This is an optimization exercise on Yosys and OpenROAD, whose aim is small area and a short achievable clock period, not a production implementation. The RTL was checked by simulation tests, not by an equivalence proof against the original design.

== the baseline ==
// mult16_top
module mult16_top (
  input         clk,
  input  [15:0] a,
  input  [15:0] b,
  output [31:0] p
);
Size: about 940 cells after synthesis, roughly 64 flip-flops.
==> flow/config.mk <==
export PLATFORM = sky130hd
export DESIGN_NAME = mult16_top
export DESIGN_NICKNAME = mult16_top
export VERILOG_FILES = /design/flow/design.v
export SDC_FILE = /design/flow/constraint.sdc
export NUM_CORES = 4
export LEC_CHECK = 0
export CAP_MARGIN = 20
export CORE_MARGIN = 2
export CORE_UTILIZATION = 40
export CTS_BUF_LIST = sky130_fd_sc_hd__clkbuf_8
export CTS_CLUSTER_DIAMETER = 300
export CTS_CLUSTER_SIZE = 64
export SLEW_MARGIN = 20
export SYNTH_HIERARCHICAL = 1
export SYNTH_MINIMUM_KEEP_SIZE = 0
==> flow/constraint.sdc <==
create_clock -name core_clock -period 15.0 [get_ports {clk}]
set_input_delay 3.0000 -clock core_clock [delete_from_list [all_inputs] [get_ports {clk}]]
set_output_delay 3.0000 -clock core_clock [all_outputs]
set_load 0.01 [all_outputs]
standard.sh (not shown) runs the stock make flow with config.mk's settings and CLKGATE_MAP_FILE= SYNTH_SCRIPT=/design/flow/synth_recipe.tcl, a recipe that flattens the netlist after the stock synthesis.
==> flow/flow/run.sh <==
#!/bin/bash
# The standard layout (the standard.sh), except that the input and output
# port buffers are buf_2 cells and clock tree synthesis inserts no dummy loads.
# All of the flow's output goes to standard.log.
set -e
export BUFFER_PORTS_ARGS="-buffer_cell sky130_fd_sc_hd__buf_2"
export CTS_ARGS="-sink_clustering_enable -repair_clock_nets -dont_use_dummy_load -buf_list sky130_fd_sc_hd__clkbuf_8 -sink_clustering_size 64 -sink_clustering_max_diameter 300"
bash standard.sh > standard.log 2>&1
--- input diff the baseline..the candidate ---
# the baseline
export LEC_CHECK = 0
export CAP_MARGIN = 20
export CORE_MARGIN = 2
export CORE_UTILIZATION = 40
export CTS_BUF_LIST = sky130_fd_sc_hd__clkbuf_8
export CTS_CLUSTER_DIAMETER = 300
export CTS_CLUSTER_SIZE = 64
export SLEW_MARGIN = 20
export SYNTH_HIERARCHICAL = 1
export SYNTH_MINIMUM_KEEP_SIZE = 0
create_clock -name core_clock -period 15.0 [get_ports {clk}]
# the candidate
export LEC_CHECK = 0
export CAP_MARGIN = 20
export CORE_MARGIN = 2
export CORE_UTILIZATION = 40
export CTS_BUF_LIST = sky130_fd_sc_hd__clkbuf_4 sky130_fd_sc_hd__clkbuf_8
export CTS_CLUSTER_DIAMETER = 200
export CTS_CLUSTER_SIZE = 32
export SLEW_MARGIN = 20
export SYNTH_HIERARCHICAL = 1
export SYNTH_MINIMUM_KEEP_SIZE = 0
create_clock -name core_clock -period 15.0 [get_ports {clk}]
==> flow/flow/run.sh <==
#!/bin/bash
# The standard layout (the standard.sh), except that the input and output
# port buffers are buf_2 cells. All of the flow's output goes to standard.log.
set -e
export BUFFER_PORTS_ARGS="-buffer_cell sky130_fd_sc_hd__buf_2"
bash standard.sh > standard.log 2>&1
- Having completed the whole flow, the candidate delivered a layout that passed the timing, DRC and antenna checks.
- Delta (the candidate minus the baseline): worst clock skew has remained practically unchanged.
- There was hardly any difference in total global routing track utilization between the candidate and the baseline.
- The hold slack was comparable across the baseline and the candidate.
- From the baseline to the candidate the numbers moved as follows: top-level I/O count barely changed; final setup violation count barely changed.
- The candidate ended up with b_r[11]$_DFF_P_ as its beginning of the critical path; the baseline ended up with b_r[7]$_DFF_P_.

--- another note on this design; it stands on its own ---

==> run a <==
// mult16_top
module mult16_top (
  input         clk,
  input  [15:0] a,
  input  [15:0] b,
  output [31:0] p
);
clock: 15.0 ns
lec_check: 0
cap_margin: 20
core_margin: 2
core_utilization: 40
slew_margin: 20
synth_hierarchical: 1
synth_minimum_keep_size: 0
standard.sh (not shown) runs the stock make flow with config.mk's settings and CLKGATE_MAP_FILE= SYNTH_SCRIPT=/design/flow/synth_recipe.tcl, a recipe that flattens the netlist after the stock synthesis.
==> flow/flow/run.sh <==
#!/bin/bash
# Standard layout, with the port buffers made from buf_2 cells.
set -e
cp standard.sh standard_sh_copy.log
export BUFFER_PORTS_ARGS="-buffer_cell sky130_fd_sc_hd__buf_2"
bash standard.sh > standard.log 2>&1
==> inputs of run b, as changes to run a <==
==> flow/run.sh (new file) <==
#!/bin/bash
# synth_recipe.tcl (not shown) runs the flow's synth.tcl, then flattens the netlist and writes it again
# the make line also repeats each setting of config.mk as NAME=value (left out here)
make -C /OpenROAD-flow-scripts/flow DESIGN_CONFIG=/design/flow/config.mk WORK_HOME=/design/flow/orfs CLKGATE_MAP_FILE= SYNTH_SCRIPT=/design/flow/synth_recipe.tcl finish
--- a/flow/config.mk
+++ b/flow/config.mk
@@ -7,7 +7,7 @@
 export LEC_CHECK = 0
 export CAP_MARGIN = 20
 export CORE_MARGIN = 2
-export CORE_UTILIZATION = 40
+export CORE_UTILIZATION = 65
 export SLEW_MARGIN = 20
 export SYNTH_HIERARCHICAL = 1
 export SYNTH_MINIMUM_KEEP_SIZE = 0
removed: flow/flow/run.sh
removed: flow/standard.sh
==> inputs of run c, as changes to run a <==
==> flow/run.sh (new file) <==
#!/bin/bash
# synth_recipe.tcl (not shown) runs the flow's synth.tcl, then flattens the netlist and writes it again
# the make line also repeats each setting of config.mk as NAME=value (left out here)
make -C /OpenROAD-flow-scripts/flow DESIGN_CONFIG=/design/flow/config.mk WORK_HOME=/design/flow/orfs CLKGATE_MAP_FILE= SYNTH_SCRIPT=/design/flow/synth_recipe.tcl finish
removed: flow/flow/run.sh
removed: flow/standard.sh
==> qor summary <==
metric	run a	run b	run c
Routed wirelength normalized by instance count	21.4 µm	23.2 µm	21.1 µm
Placer congestion estimate	0.859	0.927	0.871
Met1 layer wirelength in the final routing	11500 µm	9250 µm	11300 µm
Outcome	finished clean	finished clean	finished clean
Worst path arrival time	5.88 ns	5.79 ns	5.85 ns
Delay of the slowest cell on the worst path	0.79 ns	0.70 ns	0.76 ns
Effective utilization at floorplan	0.406	0.667	0.406
Met3 wire length	1520 µm	1460 µm	1720 µm
Reg-to-reg slack, setup	9.35 ns	9.44 ns	9.38 ns
Max-slew headroom	0.461	0.512	0.491
Synth-to-layout area growth	8.39%	10.9%	11.9%
Inserted tap cell count	280	176	280

re-timing with driven ports:
The results above use ideal ports. As a check the final layouts listed here were re-extracted and re-timed, cells and wires unchanged.
Step 1 assumes that a clkbuf_16 drives the clock port and a buf_2 every other input.
Step 2, shift: input delay + t, output delay - t, t = (earliest + latest rising clock arrival at the registers) / 2. This alone moves slack from input paths to output paths.
Slacks: no drivers / after step 1 / after step 2; pairs: no drivers / after step 1.
| run | t, ns | setup WS [ns] | pins driven straight from the clock port |
|---|---|---|---|
| the baseline | 0.399 | 9.995 / 9.995 / 9.995 | 1 |
| the candidate | 0.414 | 9.968 / 9.968 / 9.968 | 1 |
| run a | 0.391 | 9.351 / 9.351 / 9.351 | 1 |
| run b | 0.390 | 9.442 / 9.442 / 9.442 | 1 |
| run c | 0.386 | 9.378 / 9.378 / 9.378 | 1 |
After both steps setup and hold are still met in every run listed.
